This design comes from an exercise in tuning for a short achievable clock period and few clock cycles on the open sky130 flow, not from production work. Where RTL was checked, it was by simulation tests only, not by an equivalence proof against the original. The RTL of run 1 was laid out without a check of its function. In every run shown here, the design's own scripts or RTL, not TritonCTS, make the clock network. The clock input has no modelled driver; a real chip could not lean on it and would need a root buffer or a full tree. No activity file was given, so power comes from the tool's default toggle rates.

### flow/constraint.sdc
create_clock -name core_clock -period 4.0 [get_ports {clk}]
set_input_delay 0.8000 -clock core_clock [delete_from_list [all_inputs] [get_ports {clk}]]
set_output_delay 0.8000 -clock core_clock [all_outputs]
set_load 0.01 [all_outputs]
### flow/flow/clocktree.tcl
# Rebuild the clock tree with two levels of inverters: the clock port drives
# four clkinv_16, one per quadrant of the registers' placement, and each of
# those drives CT_LEAVES clkinv_8, each driving the registers of one part of
# its quadrant (split at the median along the wider side), so the registers
# see the clock twice inverted. Run as POST_CTS_TCL, after ORFS's CTS.
set ::block [ord::get_db_block]
set db [ord::get_db]
set clk_net [$::block findNet clk]
if {![info exists ::env(CT_ROOT)]} { set ::env(CT_ROOT) sky130_fd_sc_hd__clkinv_16 }
if {![info exists ::env(CT_LEAF)]} { set ::env(CT_LEAF) sky130_fd_sc_hd__clkinv_8 }
set rootm [$db findMaster $::env(CT_ROOT)]
set leafm [$db findMaster $::env(CT_LEAF)]

# all clock sinks (register clock pins) reached from the clock port
set ::sinks {}
set ::cts_bufs {}
proc walk {net} {
  foreach it [$net getITerms] {
    set inst [$it getInst]
    if {[$it getIoType] != "INPUT"} { continue }
    set m [[$inst getMaster] getName]
    if {[string match "sky130_fd_sc_hd__clkbuf_*" $m] || [string match "sky130_fd_sc_hd__clkinv*" $m] || [string match "sky130_fd_sc_hd__buf_*" $m] || [string match "sky130_fd_sc_hd__inv_*" $m]} {
      lappend ::cts_bufs $inst
      foreach o [$inst getITerms] {
        if {[$o getIoType] == "OUTPUT" && [$o getNet] != "NULL"} { walk [$o getNet] }
      }
    } else {
      lappend ::sinks $it
    }
  }
}
walk $clk_net
puts "clocktree: [llength $::sinks] sinks, [llength $::cts_bufs] old buffers"


if {![info exists ::env(CT_LEAVES)]} { set ::env(CT_LEAVES) 4 }
set leaves_per_root $::env(CT_LEAVES)

# sink positions
set ::pos [dict create]
foreach it $::sinks {
  set b [[$it getInst] getBBox]
  dict set ::pos $it [list [expr {([$b xMin] + [$b xMax]) / 2}] [expr {([$b yMin] + [$b yMax]) / 2}]]
}
proc ctr {items} {
  set sx 0; set sy 0
  foreach it $items { lassign [dict get $::pos $it] x y; incr sx $x; incr sy $y }
  set n [llength $items]
  return [list [expr {$sx / $n}] [expr {$sy / $n}]]
}
# split items into n parts of near-equal size, cutting across the wider side
proc bisect {items n} {
  if {$n <= 1 || [llength $items] < 2} { return [list $items] }
  set xs {}; set ys {}
  foreach it $items { lassign [dict get $::pos $it] x y; lappend xs $x; lappend ys $y }
  set xs [lsort -integer $xs]; set ys [lsort -integer $ys]
  set wx [expr {[lindex $xs end] - [lindex $xs 0]}]
  set wy [expr {[lindex $ys end] - [lindex $ys 0]}]
  set k [expr {$wx >= $wy ? 0 : 1}]
  set sorted [lsort -integer -index 1 [lmap it $items {list $it [lindex [dict get $::pos $it] $k]}]]
  set n1 [expr {$n / 2}]
  set cut [expr {[llength $items] * $n1 / $n}]
  set a [lmap p [lrange $sorted 0 [expr {$cut - 1}]] {lindex $p 0}]
  set b [lmap p [lrange $sorted $cut end] {lindex $p 0}]
  return [concat [bisect $a $n1] [bisect $b [expr {$n - $n1}]]]
}
proc outpin {master} {
  foreach mt [$master getMTerms] {
    if {[$mt getIoType] == "OUTPUT"} { return [$mt getName] }
  }
}
proc place_buf {name master x y} {
  set inst [odb::dbInst_create $::block $master $name]
  $inst setLocation [expr {$x - [$master getWidth] / 2}] [expr {$y - [$master getHeight] / 2}]
  $inst setPlacementStatus PLACED
  return $inst
}
# drop the old tree
set old_nets {}
foreach inst $::cts_bufs {
  foreach o [$inst getITerms] {
    if {[$o getIoType] == "OUTPUT" && [$o getNet] != "NULL"} { lappend old_nets [$o getNet] }
  }
}
foreach it $::sinks { $it disconnect }
foreach inst $::cts_bufs { odb::dbInst_destroy $inst }
foreach n [lsort -unique $old_nets] {
  if {[llength [$n getITerms]] == 0 && [llength [$n getBTerms]] == 0} { odb::dbNet_destroy $n }
}


set roots [bisect $::sinks 4]
set r 0
foreach rg $roots {
  set rnet [odb::dbNet_create $::block "clknet_r$r"]
  $rnet setSigType CLOCK
  set l 0
  set lcs {}
  foreach lg [bisect $rg $leaves_per_root] {
    set lnet [odb::dbNet_create $::block "clknet_r${r}_l$l"]
    $lnet setSigType CLOCK
    lassign [ctr $lg] cx cy
    lappend lcs [list $cx $cy]
    set inst [place_buf "clkbuf_r${r}_l$l" $leafm $cx $cy]
    [$inst findITerm A] connect $rnet
    [$inst findITerm [outpin $leafm]] connect $lnet
    foreach it $lg { $it connect $lnet }
    puts "clocktree: root $r leaf $l: [llength $lg] sinks at [expr {$cx / 1000.0}] [expr {$cy / 1000.0}]"
    incr l
  }
  set sx 0; set sy 0
  foreach c $lcs { incr sx [lindex $c 0]; incr sy [lindex $c 1] }
  set inst [place_buf "clkbuf_r$r" $rootm [expr {$sx / [llength $lcs]}] [expr {$sy / [llength $lcs]}]]
  [$inst findITerm A] connect $clk_net
  [$inst findITerm [outpin $rootm]] connect $rnet
  incr r
}

detailed_placement
estimate_parasitics -placement
repair_timing_helper
detailed_placement
check_placement -verbose
### flow/config.mk
export PLATFORM = sky130hd
export DESIGN_NAME = day4_top
export DESIGN_NICKNAME = day4_top
export VERILOG_FILES = /design/flow/design.v
export SDC_FILE = /design/flow/constraint.sdc
export NUM_CORES = 4
export LEC_CHECK = 0
export ABC_CLOCK_PERIOD_IN_PS = 1500
export CAP_MARGIN = 20
export CORE_MARGIN = 2
export CORE_UTILIZATION = 60
export PLACE_DENSITY = 0.7
export SETUP_SLACK_MARGIN = 2.6
export SLEW_MARGIN = 20
export TNS_END_PERCENT = 100
export POST_CTS_TCL = /design/flow/flow/clocktree.tcl
### flow/standard.sh
#!/bin/bash
# synth_recipe.tcl (not shown) runs the flow's synth.tcl, then flattens the netlist and writes it again
# the make line also repeats each setting of config.mk as NAME=value (left out here)
make -C /OpenROAD-flow-scripts/flow DESIGN_CONFIG=/design/flow/config.mk WORK_HOME=/design/flow/orfs CLKGATE_MAP_FILE= SYNTH_SCRIPT=/design/flow/synth_recipe.tcl "${@:-finish}"
### flow/flow/run.sh
#!/bin/bash
# The standard layout, with the clock tree that ORFS's CTS builds replaced
# by a two-level one (flow/clocktree.tcl, run as ORFS's POST_CTS_TCL hook).
set -euo pipefail
here=$(pwd)
echo "export POST_CTS_TCL = $here/flow/clocktree.tcl" >> config.mk
bash standard.sh finish > standard_make.log 2>&1
### flow/design.v
`timescale 1ns / 1ps
module day4_top( clk, rst, rom_addr, rom_data, sum_overlap, sum_contain, done );
    input clk;
    input rst;
    output [13:0] rom_addr;
    input [7:0] rom_data;
    output [15:0] sum_contain;
    output [15:0] sum_overlap;
    output done;
    function lt_hi(input [6:0] x, input [6:0] y);
        reg [6:0] g, n;
        begin
            g = ~x & y;
            n = ~x | y;    
            lt_hi = g[6] |
                    (n[6] & g[5]) |
                    (n[6] & n[5] & g[4]) |
                    (n[6] & n[5] & n[4] & g[3]);
        end
    endfunction
    function lt_lo(input [6:0] x, input [6:0] y);
        reg [6:0] g, n;
        begin
            g = ~x & y;
            n = ~x | y;
            lt_lo = g[2] |
                    (n[2] & g[1]) |
                    (n[2] & n[1] & g[0]);
        end
    endfunction
    localparam S_NEW = 0,    
               S_RA  = 1,    
               S_RD1 = 2,    
               S_RB2 = 3,    
               S_RC2 = 4,    
               S_RC  = 5,    
               S_RB3 = 6,    
               S_RD3 = 7,    
               S_RD4 = 8,    
               S_RB4 = 9,    
               S_IDL = 10;   
    localparam NS = 11;
    localparam [NS-1:0] ST_NEW = 1 << S_NEW, ST_RA = 1 << S_RA, ST_IDL = 1 << S_IDL;
    reg [13:0] addr;
    reg [6:0]  data_q;         
    reg [6:0]  data_n;         
    reg        in99, inzero;   
    reg [NS-1:0] stA;
    reg [11:0]   lineA;
    reg [6:0]    aA, bA, cA, dA;
    reg          acA, caA, dbA, bdA, adA, cbA;   
    reg [NS-1:0] stB;
    reg [11:0]   lineB;
    reg [6:0]    aB, bB, cB, dB;
    reg          acB, caB, dbB, bdB, adB, cbB;
    reg          hiB;         
    reg [3:0]    ca, cb, cd;
    reg [2:0]    cc;
    reg          is99, zero;
    reg [NS-1:0] stC;
    reg [11:0]   lineC;
    reg [6:0]    aC, bC, cC, dC;
    reg          acC, caC, dbC, bdC, adC, cbC;
    reg          freeC;       
    reg          zeroC;       
    reg [NS-1:0] contC;       
    reg [1:0]    offC;        
    reg [NS-1:0] stD;
    reg [11:0]   lineD;
    reg [6:0]    aD, bD, cD, dD;
    reg          acD, caD, dbD, bdD, adD, cbD;
    reg [11:0] next_line;
    reg        term;
    reg        rst_q;          
    reg        inc_c, inc_o;
    reg [15:0] cnt_c, cnt_o;
    reg [15:0] out_c, out_o;   
    reg [2:0]  fc, fo;         
    reg        int_done;
    assign rom_addr = addr;
    assign sum_contain = out_c;
    assign sum_overlap = out_o;
    assign done = int_done;
    wire [6:0] v = data_q;
    wire [6:0] w = ~data_n;    
    wire rd_a = stA[S_RA];
    wire rd_b = stA[S_RB2] | stA[S_RB3] | stA[S_RB4];
    wire rd_c = stA[S_RC2] | stA[S_RC];
    wire rd_d = stA[S_RD1] | stA[S_RD3] | stA[S_RD4];
    wire lt_a = ca[0] | (~ca[1] & ca[2]);
    wire lt_b = cb[0] | (~cb[1] & cb[2]);
    wire lt_c = cc[0] | (~cc[1] & cc[2]);
    wire lt_d = cd[0] | (~cd[1] & cd[2]);
    wire eq_a = ~|ca;
    wire eq_b = ~|cb;
    wire eq_d = ~|cd;
    wire fin_dis  = (stB[S_RD1] & lt_a) | (stB[S_RB3] & lt_c) | (stB[S_RD4] & lt_a);
    wire fin_both = (stB[S_RB2] & eq_d) | (stB[S_RC] & eq_a) |
                    (stB[S_RB3] & ~lt_c & is99) | (stB[S_RD4] & ~lt_a & is99);
    wire fin_full = stB[S_RC2] | stB[S_RD3] | stB[S_RB4];
    wire [NS-1:0] cont;
    assign cont[S_NEW] = 1'b0;
    assign cont[S_RA]  = 1'b0;
    assign cont[S_RD1] = stB[S_RA] & hiB;
    assign cont[S_RC]  = stB[S_RA] & ~hiB;
    assign cont[S_RB2] = stB[S_RD1];
    assign cont[S_RC2] = stB[S_RB2];
    assign cont[S_RB3] = stB[S_RC] & ~lt_a;
    assign cont[S_RD4] = stB[S_RC] & lt_a;
    assign cont[S_RD3] = stB[S_RB3];
    assign cont[S_RB4] = stB[S_RD4];
    assign cont[S_IDL] = stB[S_IDL];
    wire [1:0] cont_off = (cont[S_RD1] | cont[S_RD3] | cont[S_RD4]) ? 2'd3 :
                          (cont[S_RC2] | cont[S_RC]) ? 2'd2 :
                          (cont[S_RB2] | cont[S_RB3] | cont[S_RB4]) ? 2'd1 : 2'd0;
    wire b_after_d = stB[S_RB2] | stB[S_RB4];
    wire d_after_b = stB[S_RD3];
    wire b_after_c = stB[S_RB3] | stB[S_RB4];
    wire c_after_b = stB[S_RC2];
    wire c_read    = stB[S_RC2] | stB[S_RC];
    wire d_read    = stB[S_RD1] | stB[S_RD3] | stB[S_RD4];
    wire n_ac = c_read ? ~lt_a : acB;
    wire n_ca = c_read ? (lt_a | eq_a) : caB;
    wire n_ad = d_read ? ~lt_a : adB;
    wire n_db = b_after_d ? ~lt_d : d_after_b ? (lt_b | eq_b) : dbB;
    wire n_bd = b_after_d ? (lt_d | eq_d) : d_after_b ? ~lt_b : bdB;
    wire n_cb = b_after_c ? ~lt_c : c_after_b ? (lt_b | eq_b) : cbB;
    wire new_line = freeC & ~term;
    wire to_idle  = (stC[S_RA] & (zeroC | term)) | (freeC & term) | stC[S_IDL];
    wire [NS-1:0] n_st = new_line ? ST_RA : to_idle ? ST_IDL : contC;
    wire [11:0] n_line = new_line ? next_line : lineC;
    wire [1:0]  n_off  = new_line ? 2'd0 : offC;
    always @(posedge clk) begin
        data_q <= rom_data[6:0];
        data_n <= ~rom_data[6:0];
        in99 <= (rom_data[6:0] == 7'd99);
        inzero <= (rom_data == 8'd0);
        if (rst) begin
            addr <= 14'd0;
            stA <= ST_NEW;
            stB <= ST_NEW;
            stC <= ST_NEW;
            stD <= ST_RA;
            freeC <= 1'b1;
            zeroC <= 1'b0;
            lineD <= 12'd0;
            next_line <= 12'd1;
            term <= 1'b0;
            int_done <= 1'b0;
        end else begin
            stB <= stA;
            stC <= stB;
            freeC <= fin_dis | fin_both | fin_full | stB[S_NEW];
            zeroC <= stB[S_RA] & zero;
            addr <= {n_line, n_off};
            stD <= n_st;
            lineD <= n_line;
            if (new_line)
                next_line <= next_line + 12'd1;
            if (stC[S_RA] & zeroC)
                term <= 1'b1;
            stA <= stD;
            if (term & stA[S_IDL] & stB[S_IDL] & (stC[S_IDL] | stC[S_RA] | freeC) & stD[S_IDL])
                int_done <= 1'b1;
        end
        rst_q <= rst;
        if (rst_q) begin
            inc_c <= 1'b0;
            inc_o <= 1'b0;
            cnt_c <= 16'd0;
            cnt_o <= 16'd0;
            fc <= 3'd0;
            fo <= 3'd0;
        end else begin
            inc_c <= fin_both | (fin_full & ((n_ac & n_db) | (n_ca & n_bd)));
            inc_o <= fin_both | (fin_full & n_ad & n_cb);
            if (inc_c) begin
                cnt_c[3:0] <= cnt_c[3:0] + 4'd1;
                if (fc[0]) cnt_c[7:4] <= cnt_c[7:4] + 4'd1;
                if (fc[0] & fc[1]) cnt_c[11:8] <= cnt_c[11:8] + 4'd1;
                if (fc[0] & fc[1] & fc[2]) cnt_c[15:12] <= cnt_c[15:12] + 4'd1;
                fc[0] <= (cnt_c[3:0] == 4'd14);
                if (fc[0]) fc[1] <= (cnt_c[7:4] == 4'd14);
                if (fc[0] & fc[1]) fc[2] <= (cnt_c[11:8] == 4'd14);
            end
            if (inc_o) begin
                cnt_o[3:0] <= cnt_o[3:0] + 4'd1;
                if (fo[0]) cnt_o[7:4] <= cnt_o[7:4] + 4'd1;
                if (fo[0] & fo[1]) cnt_o[11:8] <= cnt_o[11:8] + 4'd1;
                if (fo[0] & fo[1] & fo[2]) cnt_o[15:12] <= cnt_o[15:12] + 4'd1;
                fo[0] <= (cnt_o[3:0] == 4'd14);
                if (fo[0]) fo[1] <= (cnt_o[7:4] == 4'd14);
                if (fo[0] & fo[1]) fo[2] <= (cnt_o[11:8] == 4'd14);
            end
        end
        out_c <= cnt_c;
        out_o <= cnt_o;
        if (inc_c) begin
            out_c[3:0] <= cnt_c[3:0] + 4'd1;
            if (fc[0]) out_c[7:4] <= cnt_c[7:4] + 4'd1;
            if (fc[0] & fc[1]) out_c[11:8] <= cnt_c[11:8] + 4'd1;
            if (fc[0] & fc[1] & fc[2]) out_c[15:12] <= cnt_c[15:12] + 4'd1;
        end
        if (inc_o) begin
            out_o[3:0] <= cnt_o[3:0] + 4'd1;
            if (fo[0]) out_o[7:4] <= cnt_o[7:4] + 4'd1;
            if (fo[0] & fo[1]) out_o[11:8] <= cnt_o[11:8] + 4'd1;
            if (fo[0] & fo[1] & fo[2]) out_o[15:12] <= cnt_o[15:12] + 4'd1;
        end
        lineB <= lineA;
        aB <= rd_a ? v : aA;
        bB <= rd_b ? v : bA;
        cB <= rd_c ? v : cA;
        dB <= rd_d ? v : dA;
        acB <= acA; caB <= caA; dbB <= dbA; bdB <= bdA; adB <= adA; cbB <= cbA;
        hiB <= v[6];
        ca <= {lt_lo(aA, w), lt_lo(w, aA), lt_hi(aA, w), lt_hi(w, aA)};
        cb <= {lt_lo(bA, w), lt_lo(w, bA), lt_hi(bA, w), lt_hi(w, bA)};
        cc <= {lt_lo(w, cA), lt_hi(cA, w), lt_hi(w, cA)};
        cd <= {lt_lo(dA, w), lt_lo(w, dA), lt_hi(dA, w), lt_hi(w, dA)};
        is99 <= in99;
        zero <= inzero;
        lineC <= lineB;
        aC <= aB; bC <= bB; cC <= cB; dC <= dB;
        acC <= n_ac; caC <= n_ca; dbC <= n_db; bdC <= n_bd; adC <= n_ad; cbC <= n_cb;
        contC <= cont;
        offC <= cont_off;
        aD <= aC; bD <= bC; cD <= cC; dD <= dC;
        acD <= acC; caD <= caC; dbD <= dbC; bdD <= bdC; adD <= adC; cbD <= cbC;
        lineA <= lineD;
        aA <= aD; bA <= bD; cA <= cD; dA <= dD;
        acA <= acD; caA <= caD; dbA <= dbD; bdA <= bdD; adA <= adD; cbA <= cbD;
    end
endmodule
==> results of run 1 <==
-- where the power goes --
part	switching, W	internal [W]	leakage (nW)
logic	0.0000767	0.0000769	1.63
clock network	0.00113	0.000331	0.170
registers	0.0000614	0.00361	2.90
total	0.00127	0.00402	4.69
-- cell families after synthesis --
group	Yosys count	synth area share, %
fa+ha+maj	24	2.771
xor+xnor	34	2.970
simple gates	240	12.52
buf+inv	43	1.797
mux	33	3.694
compound gates	92	5.566
flops	354	70.69
-- worst reg2reg max path, delay by kind of cell (launching register included) --
family	cells	cell delay [ns]
AOI/OAI and AO/OA	3	0.71
DFF	1	0.36
and+or+nand+nor	2	0.29
-- cell type report --
type	count	area (um2)	area share (%)
well taps	220	275.3	2.370
clock inverters	1	30.03	0.2586
multi-input cells	423	2952	25.41
inverters	40	455.4	3.922
repair buffers	76	749.5	6.453
flip-flops and latches	354	7152	61.58
-- per-layer routing --
layer	up-vias	routed length (um)	part of all wire [%]	GRT usage, %
met5	-	0	0	0
met4	0	463	2.8	5.083
met3	34	521	3.2	3.615
met2	100	8067	49	31.87
met1	2663	7300	45	23.12
li1	2849	-	-	-
-- cell usage after synthesis, drive strengths merged, types with 9 or more instances --
cell type / n
mux2: 32
nor2b: 57
o21ai: 23
dfxtp: 354
maj3: 9
xnor2: 23
nand2: 58
a21oi: 37
clkbuf: 16
xor2: 11
ha: 15
and2: 19
nand4: 16
inv: 20
nor3: 10
nor2: 43
-- sequential cells by signal, indices dropped and copies added (netlist names), 12 cells and up --
register / count
cnt_c: 16
next_line: 12
lineC: 12
out_o: 16
lineD: 12
out_c: 16
cnt_o: 16
lineA: 12
lineB: 12
-- worst min-delay path by stage --
stage	cells past startpoint	startpoint	slack, ns	end
2_1_floorplan	0	aD[0]$_DFF_P_	0.31	aA[0]$_DFF_P_
5_1_grt	0	dD[1]$_DFF_P_	0.33	dA[1]$_DFF_P_
3_3_place_gp	0	acC$_DFF_P_	0.31	acD$_DFF_P_
6_report	0	lineB[11]$_DFF_P_	0.33	lineC[11]$_DFF_P_
3_5_place_dp	0	bD[6]$_DFF_P_	0.31	bA[6]$_DFF_P_
-- cell usage in the layout, fill, tap and decap left out, types with 3 or more instances in the layout --
cell type	instances
xor2_1	11
and2_1	17
dfxtp_2	40
clkinv_16	4
nor2_2	4
xnor2_1	23
nor2_1	37
a31o_2	3
buf_4	14
o21ai_2	4
o21ai_0	14
or3_1	3
dfxtp_1	310
nand2b_1	6
o31ai_1	6
ha_1	15
nor3_1	5
o21a_1	4
dfxtp_4	4
buf_6	31
o21ai_1	5
a31oi_1	5
nand4_1	16
maj3_2	6
a21oi_1	34
nand2_1	56
nor3_4	3
maj3_1	3
dlygate4sd2_1	6
clkinv_8	16
or2_2	6
buf_2	16
mux2_2	31
nor2b_1	56
nand3_1	8
inv_1	19
buf_12	3
-- stage by stage --
stage	setup WS, ns	cells	area (um2)	hold slack, ns	utilization (%)
floorplan	2.611	820	10040	0.3096	-
global placement	1.848	1074	10770	0.3097	65.39
detailed placement	1.813	1074	10770	0.3121	65.39
global route	2.450	1114	11610	0.3341	70.53
finish	2.545	1114	11610	0.3254	70.53
==> summary.txt, run 1 <==
Critical path
  • Worst reg2reg path depth: 5
  • Worst Setup SP: cb[2]$_DFF_P_
  • Critical Path Slowest Stage Cell: o41ai_1
  • Max incr delay on CP: 0.43 ns
  • Worst path buffer plus inverter count: 0
  • Crit path arrival time: 1.53 ns
  • Worst setup path end: inc_o$_SDFF_PP0_
  • Crit. path cell count: 5
  • Startpoint Class: flip-flop
  • Most frequent cell on the critical path: a21oi_1
  • Crit path required time: 4.07 ns
  • Largest delay contributor family on the critical path: compound AO/OA/AOI/OAI gates
  • R2R setup slack: 2.55 ns
  • CP max FO: 2
  • Cell Chain, Critical Path: nand2b_1, a21oi_1, o41ai_1, nand3_1, a21oi_1
  • Reg-to-Reg End: inc_o$_SDFF_PP0_
  • Critical path capture point type: flip-flop
  • Crit Reg-Reg Startpoint: cb[2]$_DFF_P_
  • WS Path Type: reg2reg

Floorplanning
  • Die extent in y: 133.3 um
  • Initial core utilization: 60.89%
  • Rows: 47
  • Core ar.: 16470 um2
  • Top Ports: 57
  • Die ar.: 17760 um2
  • Die X-Extent: ~130 um

Detailed routing
  • Vias: about 5600
  • 1st-iter DRT viols: 283
  • Routed WL: between 15 and 20 mm
  • Routed WL per cell: between 10 and 15 um
  • Pre-Repair DR Iteration Count: 5
  • Post-route ant nets: 0
  • # DRC: 0
  • Via/cell ratio: 5.068

Global routing
  • Vias in the first global route: 5602
  • GR Overflow Total: 0
  • Initial antenna violation count: 0
  • First-pass GRT wire length: 26.64 mm
  • Pin count of the biggest net entering global routing: 54
  • All-Layer GR Usage: 18.22%

Logic synthesis
  • Ys async rst share: 0%
  • Unique cell type count in the Yosys netlist: 53
  • Mapped Area: 10030 um2
  • Syn Nets: 845
  • Seq/Total Area, Yosys: 70.69%
  • Cell taking the most area after synthesis: dfxtp_1
  • Syn avg cell area: 12.23 um2
  • Post-synth top area share: 70.69%
  • Number of synthesized flops with an enable pin: 0
  • Register bit total from synthesis: 354
  • Yosys warnings: 1
  • Cells after Synth: 820
  • Synth area leaders: dfxtp_1 71%, nor2b_1 3.6%, mux2_2 3.5%
  • Main synth FF type: dfxtp_1

STA
  • Setup_tns: 0 ns
  • Worst Clk Skew: 0.01006 ns
  • Fmax: 687.5 MHz
  • Minimum clock period: 1.455 ns
  • Slew headroom: 66.03%
  • Final setup fails: 0
  • RSZ-0062 raised after global routing: true
  • Final hold viol count: 0
  • Max-slew violations: 0
  • Fin crit share: 36.37%
  • Worst Tran Pin Value: roughly 0.50 ns

Finish
  • Filler Cell Count: 1152
  • N_diodes: 0
  • Layout cells sized above 1: 23.94%
  • NumNets Final: 920
  • Area growth syn-to-layout: 15.84%

Pwr
  • Leak pwr: 4.695 nW
  • Final total power: 0.005287 W
  • Pwr dens: 455.3 nW/um2
  • Peak VDD IR: about 0.35 mV

Placed design
  • Post-DP HPWL: 10.22 mm
  • RePlAce Congestion: 0.8092
  • Port Buffer Count: 56

Clock network
  • Clock sink total: 354
  • Clock latency on the worst-skew pair: 0.16 ns
  • CTS clock-pin slew for the worst setup and hold paths: 0.08 ns

Status
  • Status: finished clean

Flow run
  • Max cap viols: 0

Min path
  • Hold Crit Class: reg2reg
==> run 2: changes to the inputs <==
--- a/flow/design.v
+++ b/flow/design.v
@@ -63,6 +63,8 @@
     reg          acC, caC, dbC, bdC, adC, cbC;
     reg          freeC;       
     reg          zeroC;       
+    reg          bothC;       
+    reg          fullC;       
     reg [NS-1:0] contC;       
     reg [1:0]    offC;        
     reg [NS-1:0] stD;
@@ -143,6 +145,8 @@
             stD <= ST_RA;
             freeC <= 1'b1;
             zeroC <= 1'b0;
+            bothC <= 1'b0;
+            fullC <= 1'b0;
             lineD <= 12'd0;
             next_line <= 12'd1;
             term <= 1'b0;
@@ -152,6 +156,8 @@
             stC <= stB;
             freeC <= fin_dis | fin_both | fin_full | stB[S_NEW];
             zeroC <= stB[S_RA] & zero;
+            bothC <= fin_both;
+            fullC <= fin_full;
             addr <= {n_line, n_off};
             stD <= n_st;
             lineD <= n_line;
@@ -160,7 +166,7 @@
             if (stC[S_RA] & zeroC)
                 term <= 1'b1;
             stA <= stD;
-            if (term & stA[S_IDL] & stB[S_IDL] & (stC[S_IDL] | stC[S_RA] | freeC) & stD[S_IDL])
+            if (term & stA[S_IDL] & stB[S_IDL] & stC[S_IDL] & stD[S_IDL])
                 int_done <= 1'b1;
         end
         rst_q <= rst;
@@ -172,8 +178,8 @@
             fc <= 3'd0;
             fo <= 3'd0;
         end else begin
-            inc_c <= fin_both | (fin_full & ((n_ac & n_db) | (n_ca & n_bd)));
-            inc_o <= fin_both | (fin_full & n_ad & n_cb);
+            inc_c <= bothC | (fullC & ((acC & dbC) | (caC & bdC)));
+            inc_o <= bothC | (fullC & adC & cbC);
             if (inc_c) begin
                 cnt_c[3:0] <= cnt_c[3:0] + 4'd1;
                 if (fc[0]) cnt_c[7:4] <= cnt_c[7:4] + 4'd1;
--- a/flow/config.mk
+++ b/flow/config.mk
@@ -10,7 +10,7 @@
 export CORE_MARGIN = 2
 export CORE_UTILIZATION = 60
 export PLACE_DENSITY = 0.7
-export SETUP_SLACK_MARGIN = 2.6
+export SETUP_SLACK_MARGIN = 2.8
 export SLEW_MARGIN = 20
 export TNS_END_PERCENT = 100
 export POST_CTS_TCL = /design/flow/flow/clocktree.tcl
==> run 2 against run 1 <==
Flip-flop and latch count increased by 2. Utilization increased by 3.5 points. Cell count increased by 3.5%. Sequential power barely moved. Clock skew grew 0.0016 ns. Combinational power up 15%. Routed wire length rose by 11%. Total power rose by 1.0%. Fmax grew 0.90%. Clock power hardly changed. Synthesized area rose by 0.89%. Sequential share of layout area decreased by 2.5 points. Largest cell class unchanged.
==> summary.txt, run 2 <==
Critical path
  • Reg-to-Reg End: ca[0]$_DFF_P_
  • Crit path required time: 4.06 ns (about the same)
  • Critical path capture point type: flip-flop
  • Critical Path Slowest Stage Cell: dfxtp_4
  • Startpoint Class: flip-flop
  • Most frequent cell on the critical path: maj3_2
  • Largest delay contributor family on the critical path: adder cells
  • WS Path Type: reg2reg
  • Cell Chain, Critical Path: buf_6, a21oi_2, nor2_1, maj3_2, maj3_2
  • R2R setup slack: 2.56 ns (about the same)
  • Worst path buffer plus inverter count: 1 (+1)
  • Worst Setup SP: data_n[3]$_DFF_P_
  • CP max FO: 7 (+5)
  • Worst reg2reg path depth: 5 (unchanged)
  • Crit path arrival time: 1.50 ns (-0.03 ns)
  • Max incr delay on CP: 0.39 ns (-0.04 ns)
  • Crit Reg-Reg Startpoint: data_n[3]$_DFF_P_

Floorplanning
  • Rows: 47 (unchanged)
  • Core ar.: 16520 um2 (+0.36%)
  • Initial core utilization: 61.21% (+0.32 points)
  • Die X-Extent: 133.8 um (+0.43%)
  • Die extent in y: 133.8 um (+0.43%)
  • Die ar.: 17910 um2 (+0.86%)
  • Top Ports: 57 (unchanged)

STA
  • Fmax: 693.6 MHz (+0.90%)
  • Minimum clock period: 1.442 ns (-0.01296 ns)
  • Setup_tns: 0 ns (unchanged)
  • Worst Clk Skew: 0.01166 ns (+0.001602 ns)
  • Fin crit share: 36.04% (-0.32 points)
  • RSZ-0062 raised after global routing: true
  • Final hold viol count: 0 (unchanged)
  • Slew headroom: 63.02% (-3.0 points)
  • Max-slew violations: 0 (unchanged)
  • Worst Tran Pin Value: 0.5539 ns (+0.05097 ns)
  • Final setup fails: 0 (unchanged)
  • Final Worst Setup Slack: 2.558 ns (+0.01296 ns)

Logic synthesis
  • Register bit total from synthesis: 356 (+0.56%)
  • Synth top cells by count: 356 x dfxtp_1, 62 x nand2_1, 58 x nor2b_1
  • Most common cell in the synthesized netlist: dfxtp_1
  • Main synth FF type: dfxtp_1
  • Yosys warnings: 1 (unchanged)
  • Cells after Synth: 826 (+0.73%)
  • Cell taking the most area after synthesis: dfxtp_1
  • Ys async rst share: 0% (unchanged)
  • Number of synthesized flops with an enable pin: 0 (unchanged)
  • Syn Nets: 851 (+0.71%)
  • Post-synth top area share: 70.46% (-0.22 points)
  • Synth area leaders: dfxtp_1 70%, nor2b_1 3.6%, mux2_2 3.3%
  • Syn avg cell area: 12.25 um2 (+0.15%)
  • Unique cell type count in the Yosys netlist: 50 (-5.7%)
  • Mapped Area: 10110 um2 (+0.89%)
  • Seq/Total Area, Yosys: 70.46% (-0.22 points)

Detailed routing
  • Vias: 5943 (+5.3%)
  • Via/cell ratio: 5.154 (+1.7%)
  • Routed WL: 18.09 mm (+11%)
  • Pre-Repair DR Iteration Count: 4 (-1)
  • Routed WL per cell: 15.69 um (+6.9%)
  • # DRC: 0 (unchanged)
  • 1st-iter DRT viols: 296 (+4.6%)
  • Post-route ant nets: 0 (unchanged)

Pwr
  • Peak VDD IR: 0.3950 mV (+13%)
  • Leak pwr: 4.914 nW (+4.7%)
  • Pwr dens: 436.7 nW/um2 (-4.1%)

Clock network
  • Clock sink total: 356 (+0.56%)
  • CTS clock-pin slew for the worst setup and hold paths: 0.08 ns (about the same)
  • Clock latency on the worst-skew pair: 0.17 ns (about the same)

Finish
  • Layout cells sized above 1: 32.48% (+8.5 points)
  • Most common cell after layout, fill and taps aside: dfxtp_1
  • Most frequent cells in the layout: 298 x dfxtp_1, 57 x nand2_1, 53 x buf_6
  • Layout Utilization: 74.02% (+3.5 points)
  • N_diodes: 0 (unchanged)
  • NumNets Final: 959 (+4.2%)
  • Area growth syn-to-layout: 20.93%

Global routing
  • Pin count of the biggest net entering global routing: 41 (-24%)
  • Vias in the first global route: 5886 (+5.1%)
  • GR met2 Demand/Resource: 36.27% (+4.4 points)
  • Met1 usage: 25.11% (+2.0 points)
  • Initial antenna violation count: 0 (unchanged)
  • Met3 usage: 3.288% (-0.33 points)
  • GR Overflow Total: 0 (unchanged)
  • First-pass GRT wire length: 28.99 mm (+8.8%)
  • Busiest layer in global routing: met2
  • All-Layer GR Usage: 20.11% (+1.9 points)

Placed design
  • Post-DP HPWL: 10.70 mm (+4.7%)
  • Port Buffer Count: 56 (unchanged)
  • RePlAce Congestion: 0.7697 (-4.9%)
  • Dpl ws: 2.032 ns (+0.2183 ns)

Min path
  • Hold Crit Class: reg2reg
  • Hold Crit Depth: 0 (unchanged)
  • Worst Hold Endpoint: cD[4]$_DFF_P_
  • Hold Crit Start: cC[4]$_DFF_P_

Status
  • Status: finished clean

Flow run
  • Max cap viols: 0 (unchanged)
## run 2: worst max-delay path by stage
stage                   endpoint  slack, ns  cells past startpoint
2_1_floorplan  stD[2]$_SDFF_PP0_       2.59                      3
3_3_place_gp    freeC$_SDFF_PP1_       2.05                      4
3_5_place_dp    freeC$_SDFF_PP1_       2.03                      4
5_1_grt            ca[0]$_DFF_P_       2.53                      5
6_report           ca[0]$_DFF_P_       2.56                      5
## run 2: metal layers
layer  vias up  part of all wire, %  routed length [um]
met5         -                    0                   0
met2       102                   52                9328
li1       2964                    -                   -
met3        33                  2.9                 526
met4         0                  2.1                 381
met1      2844                   43                7855
## run 2: stage by stage
step / std cells / hold slack [ns] / total power [W] / area, um2
after floorplan: 826 / 0.3096 / 0.003836 / 10170
after global placement: 1077 / 0.3098 / 0.003872 / 10830
after detailed placement: 1077 / 0.3121 / 0.003881 / 10830
after global routing: 1153 / 0.3329 / 0.005543 / 12230
final: 1153 / 0.3240 / 0.005342 / 12230
## run 2: worst reg2reg max path, stage by stage, from the launching register on
cell and delay (ns):
dfxtp_4 0.39, buf_6 0.15, a21oi_2 0.11, nor2_1 0.07, maj3_2 0.31, maj3_2 0.31
## run 2: where the power goes
group          internal [W]  switching (W)
Sequential          0.00363      0.0000636
Clock              0.000329        0.00115
Combinational     0.0000925      0.0000848
Total               0.00405        0.00130
## run 2: final cells by class
class	instances	area, um2
fill	1118	4293
multi-input combinational	420	3128
timing repair buffer	114	1114
tap	220	275.3
sequential	356	7222
clock inverter	1	30.03
inverter	42	462.9
## run 2: kinds of logic after synthesis
family	Yosys count	share of synthesized area [%]
AO/OA/AOI/OAI	98	5.987
multiplexers	32	3.538
buffers and inverters	50	2.264
AND/OR/NAND/NOR	233	12.07
XOR/XNOR	33	2.858
flip-flops	356	70.46
adder cells (fa/ha/maj)	24	2.820
Testbench counts of run 2, summed over its fixed seeds: cycles 23,775.
==> run 3: changes to the inputs <==
--- a/flow/config.mk
+++ b/flow/config.mk
@@ -10,7 +10,7 @@
 export CORE_MARGIN = 2
 export CORE_UTILIZATION = 60
 export PLACE_DENSITY = 0.7
-export SETUP_SLACK_MARGIN = 2.8
+export SETUP_SLACK_MARGIN = 2.6
 export SLEW_MARGIN = 20
 export TNS_END_PERCENT = 100
 export POST_CTS_TCL = /design/flow/flow/clocktree.tcl
==> run 3 against run 2 <==
Sequential share of layout area up 4.0 points. Clock skew about the same. Routed wire length down 8.6%. Die area unchanged. Worst hold slack worse by 0.0037 ns. Synthesized area unchanged. Still clean. Sequential power about the same. Clock power down 5%. Critical endpoint unchanged. Register-to-register slack better by 0.02 ns. Fmax up 1.6%. Global-route usage down 1.2 points.
==> summary.txt, run 3 <==
Status
  • Status: finished clean

Floorplanning
  • Die X-Extent: 133.8 um (unchanged)
  • Rows: 47 (unchanged)
  • Initial core utilization: 61.21% (unchanged)
  • Die extent in y: 133.8 um (unchanged)
  • Die ar.: 17910 um2 (unchanged)
  • Core ar.: 16520 um2 (unchanged)
  • Top Ports: 57 (unchanged)

Critical path
  • Startpoint Class: flip-flop
  • Most frequent cell on the critical path: maj3_2
  • Worst reg2reg path depth: 5 (unchanged)
  • Crit path arrival time: 1.47 ns (-0.03 ns)
  • Crit Reg-Reg Startpoint: data_n[3]$_DFF_P_
  • Cell Chain, Critical Path: buf_4, a21oi_2, nor2_1, maj3_2, maj3_2
  • Critical path capture point type: flip-flop
  • R2R setup slack: 2.58 ns (+0.02 ns)
  • Worst Setup SP: data_n[3]$_DFF_P_
  • CP max FO: 8 (+1)
  • Critical Path Slowest Stage Cell: dfxtp_4
  • WS Path Type: reg2reg
  • Reg-to-Reg End: ca[0]$_DFF_P_
  • Largest delay contributor family on the critical path: adder cells
  • Crit path required time: 4.05 ns (about the same)
  • Worst path buffer plus inverter count: 1 (unchanged)
  • Crit. path cell count: 5 (unchanged)
  • Max incr delay on CP: 0.39 ns (about the same)
  • Worst setup path end: ca[0]$_DFF_P_

Logic synthesis
  • Yosys warnings: 1 (unchanged)
  • Number of synthesized flops with an enable pin: 0 (unchanged)
  • Syn Nets: 851 (unchanged)
  • Register bit total from synthesis: 356 (unchanged)
  • Post-synth top area share: 70.46% (unchanged)
  • Cell taking the most area after synthesis: dfxtp_1
  • Synth top cells by count: 356 x dfxtp_1, 62 x nand2_1, 58 x nor2b_1
  • Most common cell in the synthesized netlist: dfxtp_1
  • Cells after Synth: 826 (unchanged)
  • Ys async rst share: 0% (unchanged)
  • Unique cell type count in the Yosys netlist: 50 (unchanged)
  • Syn avg cell area: 12.25 um2 (unchanged)
  • Synth area leaders: dfxtp_1 70%, nor2b_1 3.6%, mux2_2 3.3%
  • Main synth FF type: dfxtp_1
  • Seq/Total Area, Yosys: 70.46% (unchanged)
  • Mapped Area: 10110 um2 (unchanged)

Finish
  • Layout cells sized above 1: 20.74% (-12 points)
  • N_diodes: 0 (unchanged)
  • NumNets Final: 914 (-4.7%)
  • Most frequent cells in the layout: 315 x dfxtp_1, 62 x nand2_1, 57 x nor2b_1
  • Area growth syn-to-layout: 12.70%
  • Most common cell after layout, fill and taps aside: dfxtp_1
  • Filler Cell Count: 1193 (+6.7%)
  • Final std cells w/o fill: 1107 (-4.0%)
  • Final instance area: 11400 um2 (-6.8%)

STA
  • Max-slew violations: 0 (unchanged)
  • Minimum clock period: 1.419 ns (-0.02278 ns)
  • Setup_tns: 0 ns (unchanged)
  • Final hold viol count: 0 (unchanged)
  • Worst Tran Pin Value: 0.5419 ns (-0.01204 ns)
  • Fmax: 704.8 MHz (+1.6%)
  • Slew headroom: 63.83% (+0.80 points)
  • Hold WS: 0.3203 ns (-0.003664 ns)
  • Fin crit share: 35.47% (-0.57 points)
  • Worst Clk Skew: 0.01198 ns (+0.0003137 ns)
  • RSZ-0062 raised after global routing: true
  • Final setup fails: 0 (unchanged)

Flow run
  • Max cap viols: 0 (unchanged)

Placed design
  • Dpl cells: 1077 (unchanged)
  • Post-DP Area: 10830 um2 (about the same)
  • RePlAce Congestion: 0.7994 (+3.9%)
  • Post-DP HPWL: 10.83 mm (+1.2%)
  • Port Buffer Count: 56 (unchanged)

Detailed routing
  • Pre-Repair DR Iteration Count: 4 (unchanged)
  • 1st-iter DRT viols: 249 (-16%)
  • Post-route ant nets: 0 (unchanged)
  • Via/cell ratio: 5.137 (-0.33%)
  • Routed WL per cell: 14.94 um (-4.8%)
  • # DRC: 0 (unchanged)
  • Vias: 5687 (-4.3%)
  • Routed WL: 16.54 mm (-8.6%)

Global routing
  • Pin count of the biggest net entering global routing: 41 (unchanged)
  • Initial antenna violation count: 0 (unchanged)
  • First-pass GRT wire length: 27.61 mm (-4.7%)
  • GR Overflow Total: 0 (unchanged)
  • All-Layer GR Usage: 18.91% (-1.2 points)
  • Vias in the first global route: 5769 (-2.0%)

Pwr
  • Sequential share of power: 70.7% (+1.6 points)
  • Pint: 0.003952 W (-2.3%)
  • Combinational fraction of design power: 2.4% (-0.9 points)
  • Clock power frac: 26.9% (-0.7 points)
  • Switching share of power: 24.26% (about the same)
  • Sw Pwr: 0.001266 W (-2.3%)
  • Pwr dens: 457.7 nW/um2 (+4.8%)
  • Peak VDD IR: 0.3273 mV (-17%)
  • Leak pwr: 4.576 nW (-6.9%)

Min path
  • Hold Crit Class: reg2reg

Clock network
  • Clock latency on the worst-skew pair: 0.17 ns (about the same)
  • CTS clock-pin slew for the worst setup and hold paths: 0.08 ns (about the same)
  • Clock sink total: 356 (unchanged)
[run 3: cell types whose count changed in the layout (fill, tap and decap cells not counted), moves of 5 or more]
cell           delta
buf_6            -21
buf_4            -19
dfxtp_1          +17
dfxtp_2          -11
a21oi_1           +9
a21oi_2           -9
dlygate4sd2_1     +7
o21ai_0           +7
dfxtp_4           -6
nor2b_1           +6
buf_2             -5
nand2_1           +5
o21ai_2           -5
[run 3: cell families (layout without fill, tap and decap cells)]
group           count (synthesis)  count (layout)  synth area share, %
xor+xnor                       33              33                2.858
flops                         356             356                70.46
fa+ha+maj                      24              24                2.820
simple gates                  233             233                12.07
mux                            32              32                3.538
compound gates                 98              98                5.987
buf+inv                        50             111                2.264
[run 3: cell type report]
| type | count | area (um2) | share of cell area, % |
|---|---|---|---|
| Sequential cell | 356 | 7186 | 63.03 |
| Multi-Input combinational cell | 420 | 2851 | 25.01 |
| Timing Repair Buffer | 69 | 624.3 | 5.477 |
| Inverter | 42 | 462.9 | 4.061 |
| Tap cell | 220 | 275.3 | 2.415 |
[run 3: worst register-to-register path, stage by stage, from the launching register on]
cell     delay [ns]
dfxtp_4        0.39
buf_4          0.15
a21oi_2        0.11
nor2_1         0.06
maj3_2         0.29
maj3_2         0.31
[run 3: worst min-delay path by stage]
stage | from | to | slack [ns] | cells after the start
6_report | bC[3]$_DFF_P_ | bD[3]$_DFF_P_ | 0.32 | 0
5_1_grt | lineA[3]$_DFF_P_ | lineB[3]$_DFF_P_ | 0.33 | 0
3_5_place_dp | lineB[10]$_DFF_P_ | lineC[10]$_DFF_P_ | 0.31 | 0
3_3_place_gp | cD[1]$_DFF_P_ | cA[1]$_DFF_P_ | 0.31 | 0
2_1_floorplan | aD[0]$_DFF_P_ | aA[0]$_DFF_P_ | 0.31 | 0
[run 3: metal layers]
layer  wire [um]  GRT usage, %  up-vias
met4         361         6.147        0
li1            -             -     2871
met5           0             0        -
met3         533         2.721       27
met1        7456         24.05     2690
met2        8188         33.33       99
[run 3: per-stage QoR]
step           setup slack [ns]  total power, W  util, %
6_report                  2.581        0.005218    68.99
5_1_grt                   2.556        0.005434    68.99
3_5_place_dp              1.952        0.003883    65.51
3_3_place_gp              1.993        0.003873    65.51
2_1_floorplan             2.589        0.003834        -
[run 3: power groups by stage]
stage / Clock (W) / Combinational (W) / Sequential (W)
after floorplan: 0 / 0.0000922 / 0.00374
after global placement: 0 / 0.000107 / 0.00377
after detailed placement: 0 / 0.000111 / 0.00377
after global routing: 0.00159 / 0.000140 / 0.00370
final: 0.00140 / 0.000125 / 0.00369
==> run 4: changes to the inputs <==
--- a/flow/flow/clocktree.tcl
+++ b/flow/flow/clocktree.tcl
@@ -1,12 +1,12 @@
 # Rebuild the clock tree with two levels of inverters: the clock port drives
-# four clkinv_16, one per quadrant of the registers' placement, and each of
+# four inv_16, one per quadrant of the registers' placement, and each of
 # those drives CT_LEAVES clkinv_8, each driving the registers of one part of
 # its quadrant (split at the median along the wider side), so the registers
 # see the clock twice inverted. Run as POST_CTS_TCL, after ORFS's CTS.
 set ::block [ord::get_db_block]
 set db [ord::get_db]
 set clk_net [$::block findNet clk]
-if {![info exists ::env(CT_ROOT)]} { set ::env(CT_ROOT) sky130_fd_sc_hd__clkinv_16 }
+if {![info exists ::env(CT_ROOT)]} { set ::env(CT_ROOT) sky130_fd_sc_hd__inv_16 }
 if {![info exists ::env(CT_LEAF)]} { set ::env(CT_LEAF) sky130_fd_sc_hd__clkinv_8 }
 set rootm [$db findMaster $::env(CT_ROOT)]
 set leafm [$db findMaster $::env(CT_LEAF)]
--- a/flow/config.mk
+++ b/flow/config.mk
@@ -10,7 +10,7 @@
 export CORE_MARGIN = 2
 export CORE_UTILIZATION = 60
 export PLACE_DENSITY = 0.7
-export SETUP_SLACK_MARGIN = 2.6
+export SETUP_SLACK_MARGIN = 2.7
 export SLEW_MARGIN = 20
 export TNS_END_PERCENT = 100
 export POST_CTS_TCL = /design/flow/flow/clocktree.tcl
==> run 4 against run 3 <==
Synthesized cell count unchanged. Critical path type unchanged. Critical endpoint is now cc[0]$_DFF_P_. Cell count up 0.63%. Worst hold slack about the same. Register-to-register slack about the same.
==> summary.txt, run 4 <==
Status
  • Status: finished clean

Critical path
  • R2R setup slack: 2.58 ns (about the same)
  • Crit path required time: 4.03 ns (-0.02 ns)
  • Crit path arrival time: 1.45 ns (-0.02 ns)
  • WS Path Type: reg2reg
  • Critical path capture point type: flip-flop
  • CP max FO: 6 (-2)
  • Startpoint Class: flip-flop

Logic synthesis
  • Synth top cells by count: 356 x dfxtp_1, 62 x nand2_1, 58 x nor2b_1
  • Syn avg cell area: 12.25 um2 (unchanged)
  • Syn Nets: 851 (unchanged)
  • Cells after Synth: 826 (unchanged)
  • Register bit total from synthesis: 356 (unchanged)
  • Synth area leaders: dfxtp_1 70%, nor2b_1 3.6%, mux2_2 3.3%
  • Yosys warnings: 1 (unchanged)
  • Unique cell type count in the Yosys netlist: 50 (unchanged)
  • Number of synthesized flops with an enable pin: 0 (unchanged)
  • Most common cell in the synthesized netlist: dfxtp_1
  • Mapped Area: 10110 um2 (unchanged)
  • Cell taking the most area after synthesis: dfxtp_1
  • Seq/Total Area, Yosys: 70.46% (unchanged)
  • Post-synth top area share: 70.46% (unchanged)
  • Main synth FF type: dfxtp_1
  • Ys async rst share: 0% (unchanged)

Detailed routing
  • 1st-iter DRT viols: 181 (-27%)
  • Via/cell ratio: 5.112 (-0.49%)
  • Routed WL per cell: 15.10 um (+1.1%)
  • Routed WL: 16.82 mm (+1.7%)
  • Vias: 5695 (+0.14%)
  • # DRC: 0 (unchanged)
  • Post-route ant nets: 0 (unchanged)
  • Pre-Repair DR Iteration Count: 4 (unchanged)

STA
  • Final setup fails: 0 (unchanged)
  • Worst Clk Skew: 0.01721 ns (+0.005237 ns)
  • Setup_tns: 0 ns (unchanged)
  • Slew headroom: 63.92% (+0.095 points)
  • Fin crit share: 35.49% (about the same)
  • Max-slew violations: 0 (unchanged)
  • Fmax: 704.4 MHz (about the same)
  • Final hold viol count: 0 (unchanged)
  • RSZ-0062 raised after global routing: true
  • Minimum clock period: 1.420 ns (+0.0006800 ns)
  • Worst Tran Pin Value: 0.5405 ns (-0.001420 ns)

Global routing
  • Vias in the first global route: 5636 (-2.3%)
  • GR Overflow Total: 0 (unchanged)
  • All-Layer GR Usage: 18.91% (about the same)
  • Initial antenna violation count: 0 (unchanged)
  • Pin count of the biggest net entering global routing: 41 (unchanged)
  • First-pass GRT wire length: 27.34 mm (-1.0%)

Clock network
  • Clock latency on the worst-skew pair: 0.14 ns (-0.03 ns)
  • Clock sink total: 356 (unchanged)
  • CTS clock-pin slew for the worst setup and hold paths: 0.07 ns (about the same)

Finish
  • Area growth syn-to-layout: 14.30%
  • Most common cell after layout, fill and taps aside: dfxtp_1
  • Final instance area: 11560 um2 (+1.4%)
  • N_diodes: 0 (unchanged)
  • Most frequent cells in the layout: 314 x dfxtp_1, 62 x nand2_1, 56 x nor2b_1
  • Layout cells sized above 1: 23.27% (+2.5 points)
  • NumNets Final: 920 (+0.66%)

Floorplanning
  • Rows: 47 (unchanged)
  • Die ar.: 17910 um2 (unchanged)
  • Top Ports: 57 (unchanged)
  • Core ar.: 16520 um2 (unchanged)
  • Initial core utilization: 61.21% (unchanged)
  • Die X-Extent: 133.8 um (unchanged)
  • Die extent in y: 133.8 um (unchanged)

Pwr
  • Sequential share of power: 69.8% (-0.9 points)
  • Switching share of power: 24.00% (-0.26 points)
  • Pwr dens: 456.8 nW/um2 (-0.21%)
  • Pint: 0.004013 W (+1.5%)
  • Combinational fraction of design power: 2.7% (+0.3 points)
  • Peak VDD IR: 0.3103 mV (-5.2%)
  • Clock power frac: 27.5% (+0.6 points)
  • Sw Pwr: 0.001268 W (+0.14%)
  • Leak pwr: 4.651 nW (+1.6%)

Placed design
  • Port Buffer Count: 56 (unchanged)
  • RePlAce Congestion: 0.7895 (-1.2%)
  • Post-DP Area: 10830 um2 (about the same)
  • Post-DP HPWL: 10.48 mm (-3.3%)

Flow run
  • Max cap viols: 0 (unchanged)

Min path
  • Hold Crit Class: reg2reg
## run 4: area by class of cell
cell class | count | area [um2]
multi-input combinational | 420 | 2910
timing repair buffer | 75 | 725.7
clock inverter | 1 | 30.03
tap | 220 | 275.3
fill | 1198 | 4964
sequential | 356 | 7197
inverter | 42 | 422.9
## run 4: worst max-delay path: stages, from the launching register on
cell     delay (ns)
dfxtp_4        0.38
buf_6          0.13
a31oi_1        0.17
nor2_1         0.06
maj3_2         0.29
maj3_2         0.28
## run 4: path summary, 6_finish.rpt
check | to | cells past startpoint | start
setup reg to reg | cc[0]$_DFF_P_ | 5 | data_n[3]$_DFF_P_
hold reg to reg | bA[5]$_DFF_P_ | 0 | bD[5]$_DFF_P_
setup / recovery | cc[0]$_DFF_P_ | 5 | data_n[3]$_DFF_P_
hold / removal | bA[5]$_DFF_P_ | 0 | bD[5]$_DFF_P_
## run 4: stage by stage
stage | std cells | setup slack (ns) | hold WS, ns | utilization [%] | total power, W
after floorplan | 826 | 2.589 | 0.3096 | - | 0.003835
after global placement | 1077 | 1.969 | 0.3101 | 65.53 | 0.003873
after detailed placement | 1077 | 1.931 | 0.3121 | 65.53 | 0.003881
after global routing | 1114 | 2.553 | 0.3289 | 69.96 | 0.005484
final | 1114 | 2.580 | 0.3200 | 69.96 | 0.005281
## run 4: cells by family (layout without fill, tap and decap cells)
| family | count (synthesis) | in the layout | share of synthesized area [%] |
|---|---|---|---|
| compound gates | 98 | 98 | 5.987 |
| xor+xnor | 33 | 33 | 2.858 |
| fa+ha+maj | 24 | 24 | 2.820 |
| buf+inv | 50 | 118 | 2.264 |
| flops | 356 | 356 | 70.46 |
| mux | 32 | 32 | 3.538 |
| simple gates | 233 | 233 | 12.07 |
## run 4: power by group through the flow
| stage | Combinational, W | Sequential (W) | Clock, W |
|---|---|---|---|
| after detailed placement | 0.000112 | 0.00377 | 0 |
| final | 0.000143 | 0.00369 | 0.00145 |
| after global routing | 0.000158 | 0.00370 | 0.00163 |
| after global placement | 0.000108 | 0.00376 | 0 |
| after floorplan | 0.0000929 | 0.00374 | 0 |
## run 4: routing by layer
layer,routed length [um],global-route usage (%),up-vias
li1,-,-,2883
met1,7423,23.45,2700
met2,8612,34.22,86
met3,487,3.553,26
met4,301,4.492,0
met5,0,0,-
==> run 5: changes to the inputs <==
--- a/flow/config.mk
+++ b/flow/config.mk
@@ -10,7 +10,7 @@
 export CORE_MARGIN = 2
 export CORE_UTILIZATION = 60
 export PLACE_DENSITY = 0.7
-export SETUP_SLACK_MARGIN = 2.7
+export SETUP_SLACK_MARGIN = 2.8
 export SLEW_MARGIN = 20
 export TNS_END_PERCENT = 100
 export POST_CTS_TCL = /design/flow/flow/clocktree.tcl
==> run 5 against run 4 <==
Sequential share of layout area shrank 3.1 points. Combinational power up about 30%. Still clean on timing, DRC and antenna. Synthesized area did not move. Clock power about the same. Utilization up 3.9 points. Total power up 1.2%. Worst hold slack better by 0.0028 ns. Critical path depth did not move. Register-to-register slack barely moved. Worst setup slack improved by 0.014 ns. Die area unchanged.
==> summary.txt, run 5 <==
STA
  • Worst Tran Pin Value: 0.5638 ns (+0.02335 ns)
  • Final hold viol count: 0 (unchanged)
  • Hold WS: 0.3228 ns (+0.002807 ns)
  • Final setup fails: 0 (unchanged)
  • Setup_tns: 0 ns (unchanged)
  • Max-slew violations: 0 (unchanged)
  • Minimum clock period: 1.405 ns (-0.01410 ns)
  • Slew headroom: 62.36% (-1.6 points)
  • Worst Clk Skew: 0.008285 ns (-0.008928 ns)
  • Fin crit share: 35.14% (-0.35 points)
  • RSZ-0062 raised after global routing: true
  • Fmax: 711.5 MHz (+1.0%)

Critical path
  • Largest delay contributor family on the critical path: adder cells
  • Startpoint Class: flip-flop
  • Reg-to-Reg End: ca[0]$_DFF_P_
  • Critical path capture point type: flip-flop
  • Cell Chain, Critical Path: buf_6, a21oi_2, nor2_1, maj3_2, maj3_2
  • Crit path arrival time: 1.42 ns (-0.03 ns)
  • Worst reg2reg path depth: 5 (unchanged)
  • R2R setup slack: 2.59 ns (about the same)
  • Worst path buffer plus inverter count: 1 (unchanged)
  • Crit Reg-Reg Startpoint: data_n[3]$_DFF_P_
  • CP max FO: 7 (+1)
  • Critical Path Slowest Stage Cell: dfxtp_4
  • Most frequent cell on the critical path: maj3_2
  • Crit. path cell count: 5 (unchanged)
  • Max incr delay on CP: 0.37 ns (about the same)
  • Crit path required time: 4.02 ns (about the same)
  • WS Path Type: reg2reg

Floorplanning
  • Top Ports: 57 (unchanged)
  • Core ar.: 16520 um2 (unchanged)
  • Die X-Extent: 133.8 um (unchanged)
  • Die ar.: 17910 um2 (unchanged)
  • Die extent in y: 133.8 um (unchanged)
  • Rows: 47 (unchanged)
  • Initial core utilization: 61.21% (unchanged)

Detailed routing
  • Routed WL: 18.01 mm (+7.1%)
  • Post-route ant nets: 0 (unchanged)
  • Vias: 5925 (+4.0%)
  • 1st-iter DRT viols: 268 (+48%)
  • Pre-Repair DR Iteration Count: 4 (unchanged)
  • # DRC: 0 (unchanged)
  • Via/cell ratio: 5.143 (+0.61%)
  • Routed WL per cell: 15.63 um (+3.5%)

Finish
  • Layout cells sized above 1: 31.87% (+8.6 points)
  • N_diodes: 0 (unchanged)
  • Area growth syn-to-layout: 20.71%
  • Most frequent cells in the layout: 297 x dfxtp_1, 60 x nand2_1, 52 x buf_6
  • Filler Cell Count: 1129 (-5.8%)
  • NumNets Final: 958 (+4.1%)
  • Most common cell after layout, fill and taps aside: dfxtp_1

Placed design
  • Post-DP HPWL: 10.70 mm (+2.2%)
  • RePlAce Congestion: 0.7697 (-2.5%)
  • Port Buffer Count: 56 (unchanged)

Logic synthesis
  • Number of synthesized flops with an enable pin: 0 (unchanged)
  • Cells after Synth: 826 (unchanged)
  • Ys async rst share: 0% (unchanged)
  • Most common cell in the synthesized netlist: dfxtp_1
  • Yosys warnings: 1 (unchanged)
  • Unique cell type count in the Yosys netlist: 50 (unchanged)
  • Main synth FF type: dfxtp_1
  • Mapped Area: 10110 um2 (unchanged)
  • Synth area leaders: dfxtp_1 70%, nor2b_1 3.6%, mux2_2 3.3%
  • Register bit total from synthesis: 356 (unchanged)
  • Seq/Total Area, Yosys: 70.46% (unchanged)
  • Syn Nets: 851 (unchanged)
  • Synth top cells by count: 356 x dfxtp_1, 62 x nand2_1, 58 x nor2b_1
  • Cell taking the most area after synthesis: dfxtp_1
  • Post-synth top area share: 70.46% (unchanged)
  • Syn avg cell area: 12.25 um2 (unchanged)

Min path
  • Hold Crit Class: reg2reg
  • Hold Crit Depth: 0 (unchanged)
  • Hold Crit Start: cC[4]$_DFF_P_
  • Worst Hold Endpoint: cD[4]$_DFF_P_

Pwr
  • Peak VDD IR: 0.3950 mV (+27%)
  • Leak pwr: 4.931 nW (+6.0%)
  • Pwr dens: 437.7 nW/um2 (-4.2%)

Clock network
  • Clock latency on the worst-skew pair: 0.13 ns (about the same)
  • Clock sink total: 356 (unchanged)
  • CTS clock-pin slew for the worst setup and hold paths: 0.08 ns (about the same)

Global routing
  • Vias in the first global route: 5918 (+5.0%)
  • All-Layer GR Usage: 19.84% (+0.92 points)
  • First-pass GRT wire length: 28.84 mm (+5.5%)
  • GR Overflow Total: 0 (unchanged)
  • Initial antenna violation count: 0 (unchanged)
  • Pin count of the biggest net entering global routing: 41 (unchanged)

Flow run
  • Max cap viols: 0 (unchanged)

Status
  • Status: finished clean
-- run 5: metal layers --
metal / part of all wire, % / GRT usage [%] / routed length [um] / vias to the layer above
li1: - / - / - / 2963
met1: 44 / 24.96 / 7851 / 2812
met2: 51 / 35.30 / 9163 / 109
met3: 3.1 / 2.494 / 560 / 41
met4: 2.4 / 6.974 / 436 / 0
met5: 0 / 0 / 0 / -
-- run 5: worst max path at each step --
| stage | start | slack [ns] | end |
|---|---|---|---|
| floorplan | rst | 2.59 | stD[2]$_SDFF_PP0_ |
| global placement | rst | 2.05 | freeC$_SDFF_PP1_ |
| detailed placement | rst | 2.03 | freeC$_SDFF_PP1_ |
| global route | data_n[3]$_DFF_P_ | 2.54 | cd[1]$_DFF_P_ |
| finish | data_n[3]$_DFF_P_ | 2.59 | ca[0]$_DFF_P_ |
-- run 5: cells by family (layout without fill, tap and decap cells) --
| kind of cell | after synthesis | after routing | share of synthesized area (%) |
|---|---|---|---|
| AO/OA/AOI/OAI | 98 | 98 | 5.987 |
| XOR/XNOR | 33 | 33 | 2.858 |
| adder cells (fa/ha/maj) | 24 | 24 | 2.820 |
| buffers and inverters | 50 | 156 | 2.264 |
| flip-flops | 356 | 356 | 70.46 |
| multiplexers | 32 | 32 | 3.538 |
| AND/OR/NAND/NOR | 233 | 233 | 12.07 |
-- run 5: where the power goes --
part	total, W	leakage, nW	internal, W	switching (W)
sequential	0.00369	2.92	0.00363	0.0000613
combinational	0.000186	1.85	0.0000997	0.0000862
clock	0.00147	0.164	0.000318	0.00115
-- run 5: area by class of cell --
type	instances	area [um2]	area share [%]
well taps	220	275.3	2.255
clock inverters	1	30.03	0.2460
inverters	42	422.9	3.464
flip-flops and latches	356	7226	59.18
multi-input cells	420	3119	25.55
repair buffers	113	1136	9.305
-- run 5: per-stage QoR --
step | utilization, % | total power (W) | setup WS [ns] | instance area, um2 | std cells
6_report | 73.89 | 0.005344 | 2.595 | 12210 | 1152
5_1_grt | 73.89 | 0.005535 | 2.543 | 12210 | 1152
3_3_place_gp | 65.55 | 0.003872 | 2.045 | 10830 | 1077
2_1_floorplan | - | 0.003836 | 2.589 | 10170 | 826
3_5_place_dp | 65.55 | 0.003881 | 2.032 | 10830 | 1077
==> run 6: changes to the inputs <==
--- a/flow/config.mk
+++ b/flow/config.mk
@@ -10,7 +10,7 @@
 export CORE_MARGIN = 2
 export CORE_UTILIZATION = 60
 export PLACE_DENSITY = 0.7
-export SETUP_SLACK_MARGIN = 2.8
+export SETUP_SLACK_MARGIN = 2.6
 export SLEW_MARGIN = 20
 export TNS_END_PERCENT = 100
 export POST_CTS_TCL = /design/flow/flow/clocktree.tcl
==> run 6 against run 5 <==
Still clean on timing, DRC and antenna. Largest cell class unchanged. Clock power shrank 5%. Largest power group unchanged. Highest routed layer unchanged. Register-to-register slack hardly changed. Routed wire length down 7.7%.
==> summary.txt, run 6 <==
Status
  • Status: finished clean

Global routing
  • GR met2 Demand/Resource: 33.36% (-1.9 points)
  • Initial antenna violation count: 0 (unchanged)
  • Pin count of the biggest net entering global routing: 41 (unchanged)
  • Vias in the first global route: 5748 (-2.9%)
  • Met1 usage: 24.17% (-0.79 points)
  • Busiest layer in global routing: met2
  • GR Overflow Total: 0 (unchanged)
  • Met3 usage: 2.457% (-0.038 points)
  • All-Layer GR Usage: 18.92% (-0.91 points)
  • First-pass GRT wire length: 27.59 mm (-4.3%)

Floorplanning
  • Rows: 47 (unchanged)
  • Die X-Extent: 133.8 um (unchanged)
  • Die extent in y: 133.8 um (unchanged)
  • Initial core utilization: 61.21% (unchanged)
  • Die ar.: 17910 um2 (unchanged)
  • Top Ports: 57 (unchanged)
  • Core ar.: 16520 um2 (unchanged)

Critical path
  • CP max FO: 8 (+1)
  • Crit path required time: 4.02 ns (about the same)
  • Critical path capture point type: flip-flop
  • Crit path arrival time: 1.41 ns (about the same)
  • Startpoint Class: flip-flop
  • WS Path Type: reg2reg

STA
  • Max-slew violations: 0 (unchanged)
  • Worst Clk Skew: 0.01192 ns (+0.003635 ns)
  • Fin crit share: 34.90% (-0.24 points)
  • RSZ-0062 raised after global routing: true
  • Minimum clock period: 1.396 ns (-0.009410 ns)
  • Slew headroom: 63.92% (+1.6 points)
  • Worst Tran Pin Value: 0.5395 ns (-0.02431 ns)
  • Final hold viol count: 0 (unchanged)
  • Final setup fails: 0 (unchanged)
  • Fmax: 716.3 MHz (+0.67%)
  • Setup_tns: 0 ns (unchanged)

Logic synthesis
  • Mapped Area: 10110 um2 (unchanged)
  • Seq/Total Area, Yosys: 70.46% (unchanged)
  • Ys async rst share: 0% (unchanged)
  • Number of synthesized flops with an enable pin: 0 (unchanged)
  • Cell taking the most area after synthesis: dfxtp_1
  • Most common cell in the synthesized netlist: dfxtp_1
  • Cells after Synth: 826 (unchanged)
  • Yosys warnings: 1 (unchanged)
  • Synth top cells by count: 356 x dfxtp_1, 62 x nand2_1, 58 x nor2b_1
  • Syn avg cell area: 12.25 um2 (unchanged)
  • Synth area leaders: dfxtp_1 70%, nor2b_1 3.6%, mux2_2 3.3%
  • Unique cell type count in the Yosys netlist: 50 (unchanged)
  • Register bit total from synthesis: 356 (unchanged)
  • Main synth FF type: dfxtp_1
  • Post-synth top area share: 70.46% (unchanged)
  • Syn Nets: 851 (unchanged)

Pwr
  • Switching share of power: 24.34% (about the same)
  • Pwr dens: 459.9 nW/um2 (+5.1%)
  • Leak pwr: 4.577 nW (-7.2%)
  • Sequential share of power: 70.8% (+1.8 points)
  • Clock power frac: 26.7% (-0.8 points)
  • Peak VDD IR: 0.3280 mV (-17%)
  • Combinational fraction of design power: 2.5% (-1.0 points)
  • Pint: 0.003943 W (-2.5%)
  • Sw Pwr: 0.001268 W (-2.5%)
  • Final total power: 0.005211 W (-2.5%)

Finish
  • Reg area: 7179 um2 (-0.64%)
  • Layout cells sized above 1: 20.16% (-12 points)
  • Multi-input gate area: 2838 um2 (-9.0%)
  • Most common cell after layout, fill and taps aside: dfxtp_1
  • NumNets Final: 915 (-4.5%)
  • Filler Cell Count: 1208 (+7.0%)
  • Area growth syn-to-layout: 12.02%
  • Most frequent cells in the layout: 320 x dfxtp_1, 62 x nand2_1, 57 x nor2b_1
  • N_diodes: 0 (unchanged)

Flow run
  • Max cap viols: 0 (unchanged)

Detailed routing
  • Pre-Repair DR Iteration Count: 4 (unchanged)
  • Post-route ant nets: 0 (unchanged)
  • Routed WL: 16.63 mm (-7.7%)
  • # DRC: 0 (unchanged)
  • Via/cell ratio: 5.153 (+0.18%)
  • 1st-iter DRT viols: 268 (unchanged)
  • Vias: 5709 (-3.6%)
  • Routed WL per cell: 15.01 um (-4.0%)

Min path
  • Hold Crit Class: reg2reg

Placed design
  • Port Buffer Count: 56 (unchanged)
  • Post-DP HPWL: 10.83 mm (+1.2%)
  • RePlAce Congestion: 0.7994 (+3.9%)

Clock network
  • Clock latency on the worst-skew pair: 0.13 ns (about the same)
  • Clock sink total: 356 (unchanged)
  • CTS clock-pin slew for the worst setup and hold paths: 0.08 ns (about the same)
[run 6: worst paths after layout]
check | slack (ns) | start | depth (start not counted) | end
worst max-delay path | 2.60 | data_n[3]$_DFF_P_ | 5 | ca[0]$_DFF_P_
worst min-delay path | 0.32 | bC[3]$_DFF_P_ | 0 | bD[3]$_DFF_P_
worst max register to register | 2.60 | data_n[3]$_DFF_P_ | 5 | ca[0]$_DFF_P_
worst min register to register | 0.32 | bC[3]$_DFF_P_ | 0 | bD[3]$_DFF_P_
[run 6: power by group through the flow]
stage | clock network [W] | registers [W] | logic [W]
final | 0.00139 | 0.00369 | 0.000129
after global routing | 0.00158 | 0.00370 | 0.000143
after detailed placement | 0 | 0.00377 | 0.000111
after global placement | 0 | 0.00377 | 0.000107
after floorplan | 0 | 0.00374 | 0.0000922
[run 6: final cells by class]
| cell class | instances | share of cell area, % |
|---|---|---|
| Timing Repair Buffer | 70 | 5.433 |
| Sequential cell | 356 | 63.36 |
| Multi-Input combinational cell | 420 | 25.04 |
| Tap cell | 220 | 2.429 |
| Inverter | 42 | 3.732 |
[run 6: cells by family (layout without fill, tap and decap cells)]
| family | after synthesis | after routing | synth area share [%] |
|---|---|---|---|
| flops | 356 | 356 | 70.46 |
| simple gates | 233 | 233 | 12.07 |
| compound gates | 98 | 98 | 5.987 |
| buf+inv | 50 | 112 | 2.264 |
| xor+xnor | 33 | 33 | 2.858 |
| mux | 32 | 32 | 3.538 |
| fa+ha+maj | 24 | 24 | 2.820 |
[run 6: metal layers]
metal	vias to the layer above	share of wire, %	wire, um
met5	-	0	0
met4	0	2.3	385
met3	29	2.9	489
met2	86	49	8182
met1	2716	46	7572
li1	2878	-	-
[run 6: per-stage QoR]
step           hold WS, ns  area, um2  std cells  util (%)  setup slack [ns]
3_3_place_gp        0.3101      10830       1077     65.51             1.993
2_1_floorplan       0.3096      10150        826         -             2.589
3_5_place_dp        0.3121      10830       1077     65.51             1.952
5_1_grt             0.3346      11330       1108     68.57             2.585
6_report            0.3201      11330       1108     68.57             2.604
[run 6: worst max-delay path, cell delays in order, from the launching register on]
cell     delay [ns]
dfxtp_4        0.38
buf_4          0.14
a21oi_2        0.11
nor2_1         0.06
maj3_2         0.29
maj3_2         0.30

-- separate check: timing with driven ports --
The results above use ideal ports. As a check the final layouts listed here were re-extracted and re-timed, cells and wires unchanged.
Step 1 (the two cells are an assumption about what drives the block):
set clk [get_ports {clk}]
set_driving_cell -lib_cell sky130_fd_sc_hd__clkbuf_16 $clk
set_driving_cell -lib_cell sky130_fd_sc_hd__buf_2 [delete_from_list [all_inputs] $clk]
Step 2 moves the port delays by t, midway between the first and last clock arrival at a register: inputs arrive t later, outputs are due t later. That takes back most of the time a late clock gives input paths.
a / b / c = no drivers / after step 1 / after step 2; a / b = the first two.
run | t (ns) | slack for setup (ns) | worst slew at a driven data input, ns
run 1 | 0.381 | 2.545 / 2.355 / 2.402 | 0.19
run 2 | 0.381 | 2.558 / 2.362 / 2.420 | 0.12
run 3 | 0.379 | 2.581 / 2.369 / 2.413 | 0.05
run 4 | 0.314 | 2.580 / 2.435 / 2.460 | 0.14
run 5 | 0.312 | 2.595 / 2.432 / 2.415 | 0.13
run 6 | 0.316 | 2.604 / 2.432 / 2.395 | 0.17
After both steps every run listed still meets setup and hold. For run 6, which loses most, drivers alone change the setup slack by -0.172 ns; drivers and shift together by -0.209 ns.
